Background: an optimization exercise with open tools, aiming at a short achievable clock period and few clock cycles. Do not read the settings as production practice. Function was checked by simulation only, so behaviour that the tests miss may differ from the original. Power figures rest on the tool's default switching activity, not on a simulated workload.

JK:
## ulsoc_core
module ulsoc_core
(
    input  wire         clk,
    input  wire         rst_n,
    output wire [31:0]  imem_addr,
    input  wire [31:0]  imem_rdata,
    output wire [31:0]  dmem_addr,
    input  wire [31:0]  dmem_rdata,
    output wire         dmem_we,
    output wire [3:0]   dmem_wstrb,
    output wire [31:0]  dmem_wdata,
    output wire         wb_valid,
    output wire [4:0]   wb_rd,
    output wire [31:0]  wb_data
);
Size: roughly 11000 cells after synthesis, ~210 I/O pins, ~120000 sq um of cells after synthesis.
Settings: LEC_CHECK=0, CAP_MARGIN=30, CORE_MARGIN=2, CORE_UTILIZATION=50, SLEW_MARGIN=30, SYNTH_HIERARCHICAL=1; clock period 9.0 ns.
standard.sh (not shown) runs the stock make flow with config.mk's settings and CLKGATE_MAP_FILE= SYNTH_SCRIPT=/design/flow/synth_recipe.tcl, a recipe that flattens the netlist after the stock synthesis.
==> flow/flow/run.sh <==
#!/bin/bash
# Own layout flow: the standard synthesis unchanged, then the standard ORFS
# steps (floorplan to finish) with four repair settings changed:
#  - timing and design repair may resize a cell to any size of its function,
#    not only to sizes with the same footprint (MATCH_CELL_FOOTPRINT=0);
#  - the port buffers are sky130_fd_sc_hd__buf_4;
#  - antenna repair after detailed routing may take up to 10 rounds, not 5.
# Each make run's full output goes to a log file here; ORFS keeps its per-step
# logs under orfs/logs.
set -euo pipefail
bash standard.sh synth > synth.log 2>&1
bash standard.sh MATCH_CELL_FOOTPRINT=0 \
    "BUFFER_PORTS_ARGS=-buffer_cell sky130_fd_sc_hd__buf_4" \
    SETUP_SLACK_MARGIN=6 MAX_REPAIR_ANTENNAS_ITER_DRT=10 finish > layout.log 2>&1
test -s out/final.def
Testbench counts of JK, summed over its fixed seeds: cycles 72,258.
The inputs of PW differ from those of JK as listed below.
--- a/flow/design.v
+++ b/flow/design.v
@@ -503,19 +503,17 @@
 aomux #(37) u_b (.sel({nfb, fbb, fbh, fbw, {11{fbb}} & s, {11{fbh}} & s, {11{fbw}} & s}),
                  .d({d_b, {4{ld_v[7:0]}}, {2{ld_v[15:0]}}, ld_v, ops_b, ops_h, ops}), .y(b_nx));
 endmodule
 module zsg
 (
     input  wire [31:0] a,
     input  wire [31:0] b,
     input  wire [31:0] r_add,
-    input  wire [31:0] r_sub,
-    input  wire        eq,           
-    input  wire        s_add, s_sub, s_and,
+    input  wire        s_add, s_and,
     output wire        z,
     output wire        sg
 );
 wire [31:0] t_add, t_and;            
 genvar i;
 generate
     for (i = 0; i < 32; i = i + 1) begin : b_
         wire x;
@@ -529,18 +527,18 @@
             c_xor2 ut (.a(x), .b(on), .y(t_add[i]));
         end
         c_nand2 un (.a(a[i]), .b(b[i]), .y(t_and[i]));
     end
 endgenerate
 wire z_add, z_and;
 all32 u_za (.t(t_add), .y(z_add));
 all32 u_zn (.t(t_and), .y(z_and));
-zcomb u_c (.z_add(z_add), .z_and(z_and), .eq(eq), .s31_add(r_add[31]), .s31_sub(r_sub[31]),
-           .a31(a[31]), .b31(b[31]), .s_add(s_add), .s_sub(s_sub), .s_and(s_and), .z(z), .sg(sg));
+zcomb u_c (.z_add(z_add), .z_and(z_and), .s31_add(r_add[31]), .a31(a[31]), .b31(b[31]),
+           .s_add(s_add), .s_and(s_and), .z(z), .sg(sg));
 endmodule
 module all32
 (
     input  wire [31:0] t,
     output wire        y
 );
 wire [7:0] l1;
 wire [3:0] l2;
@@ -554,32 +552,29 @@
         c_nor2 u (.a(l1[2*k]), .b(l1[2*k+1]), .y(l2[k]));
     end
 endgenerate
 c_nand4 u3 (.a(l2[0]), .b(l2[1]), .c(l2[2]), .d(l2[3]), .y(l3));
 c_inv u4 (.a(l3), .y(y));
 endmodule
 module zcomb
 (
-    input  wire z_add, z_and, eq, s31_add, s31_sub, a31, b31, s_add, s_sub, s_and,
+    input  wire z_add, z_and, s31_add, a31, b31, s_add, s_and,
     output wire z,
     output wire sg
 );
-wire n1, n2, n3, m1, m2, m3, ab;
+wire n1, n3, m1, ab, m3, m3n;
 c_nand2 u1 (.a(s_add), .b(z_add), .y(n1));
-c_nand2 u2 (.a(s_sub), .b(eq), .y(n2));
 c_nand2 u3 (.a(s_and), .b(z_and), .y(n3));
-c_nand3 u4 (.a(n1), .b(n2), .c(n3), .y(z));
+c_nand2 u4 (.a(n1), .b(n3), .y(z));
 c_nand2 u5 (.a(s_add), .b(s31_add), .y(m1));
-c_nand2 u6 (.a(s_sub), .b(s31_sub), .y(m2));
 c_nand2 u7 (.a(a31), .b(b31), .y(ab));
 c_nor2b u8 (.a(ab), .b(s_and), .y(m3));      
-wire m3n;
-c_inv u9 (.a(m3), .y(m3n));
-c_nand3 u10 (.a(m1), .b(m2), .c(m3n), .y(sg));
+c_inv   u9 (.a(m3), .y(m3n));
+c_nand2 u10 (.a(m1), .b(m3n), .y(sg));
 endmodule
 module ulsoc_core
 (
     input  wire         clk,
     input  wire         rst_n,
     output wire [31:0]  imem_addr,
     input  wire [31:0]  imem_rdata,
     output wire [31:0]  dmem_addr,
@@ -751,23 +746,22 @@
 rs_sel u_rs1 (.rs(fi[19:15]), .n_rd(d_rd), .n_wr(d_v && d_wr), .n_early(d_early),
               .w_rd(ex_rd), .w_wr(ex_v && ex_wr), .x_rd(wb_rd_q), .x_wr(wb_v), .ok(rf_ok_nx),
               .sel_rf(f_rf1), .sel_wb(f_wb1), .sel_w2(f_x1), .sel_ee(f_ee1), .fa(f_fa1));
 rs_sel u_rs2 (.rs(fi[24:20]), .n_rd(d_rd), .n_wr(d_v && d_wr), .n_early(d_early),
               .w_rd(ex_rd), .w_wr(ex_v && ex_wr), .x_rd(wb_rd_q), .x_wr(wb_v), .ok(rf_ok_nx),
               .sel_rf(f_rf2), .sel_wb(f_wb2), .sel_w2(f_x2), .sel_ee(f_ee2), .fa(f_fa2));
 wire ex_redir = ex_v && ((ex_mis_c && !ex_dres) || ex_jalr);   
 wire [31:0] d_balt = d_pred ? d_pc4 : d_tb;
-wire ex_zs = ex_v && (s_add || s_sub || s_and);
+wire ex_zs = ex_v && (s_add || s_and);
 wire ares1 = d_fa1 && (d_inst[24:20] == 5'd0);      
 wire ares2 = d_fa2 && (d_inst[19:15] == 5'd0);      
-wire ares  = d_v && d_br && !d_far && ex_zs && (ares1 || ares2);
+wire ares  = d_v && d_br && ex_zs && (ares1 || ares2);
 wire r_z, r_sg;
-zsg  u_zsg (.a(ex_a), .b(ex_b), .r_add(r_add), .r_sub(r_sub), .eq(c_eq), .s_add(s_add),
-            .s_sub(s_sub), .s_and(s_and), .z(r_z), .sg(r_sg));
+zsg  u_zsg (.a(ex_a), .b(ex_b), .r_add(r_add), .s_add(s_add), .s_and(s_and), .z(r_z), .sg(r_sg));
 function automatic amis_k(input [2:0] f3, input side1, input pred, input zz, input ss);
     reg eq, lt, ltu, tk;
     begin
         eq  = zz;
         lt  = side1 ? ss : (!ss && !zz);
         ltu = side1 ? 1'b0 : !zz;
         case (f3)
             3'd0:    tk = eq;
Notes after the runs:
- On number of nets at the end of the flow, JK and PW are neck and neck.
- Relative to JK, combined area of the multi-input logic cells has increased by about 0.65% in PW.
- [PW] non-clock buffer count rose 21 relative to JK
- Post-route total power up 2.3% in PW wrt JK
- Between JK and PW, the flow reports wire length decreasing slightly.
- Summary of PW over JK: ratio of cells with drive above 1 in the final layout rose by 0.29 points, core utilization neither gained nor lost much.
- Of JK and PW, PW shows the higher count of clock buffers in the final design, with JK below it.
- Layout overhead on the synthesized area essentially unchanged between JK and PW.
- Run comparison: JK launch point of the critical path ex_a[10]; PW launch point of the critical path ex_a[7]
- sky130_fd_sc_hd__xor2_2 as the critical path's slowest cell was reported by PW, and sky130_fd_sc_hd__dfxtp_4 by JK.
Testbench counts of PW, summed over its fixed seeds: cycles 72,258.

[static timing again, ports no longer ideal]
How much do the figures lean on ideal ports? The routed layouts below were timed once more, with nothing changed but the port constraints.
Step 1 assumes that a clkbuf_16 drives the clock port and a buf_2 every other input.
Step 2 moves the port delays by t, midway between the first and last clock arrival at a register: inputs arrive t later, outputs are due t later. That takes back most of the time a late clock gives input paths.
Slacks: ideal ports / drivers / drivers and shift; pairs: ideal ports / drivers.
| run | t, ns | slack for setup (ns) | hold slack, ns | worst setup path at the end |
|---|---|---|---|---|
| JK | 0.962 | 5.316 / 5.316 / 4.484 | 0.326 / 0.326 / 0.326 | input to register |
| PW | 0.962 | 5.321 / 5.321 / 4.431 | 0.317 / 0.317 / 0.317 | input to register |
After both steps setup and hold are still met in every run listed. The setup slack of PW, which loses most, moves by 0.000 ns with the drivers and by -0.890 ns with both steps.
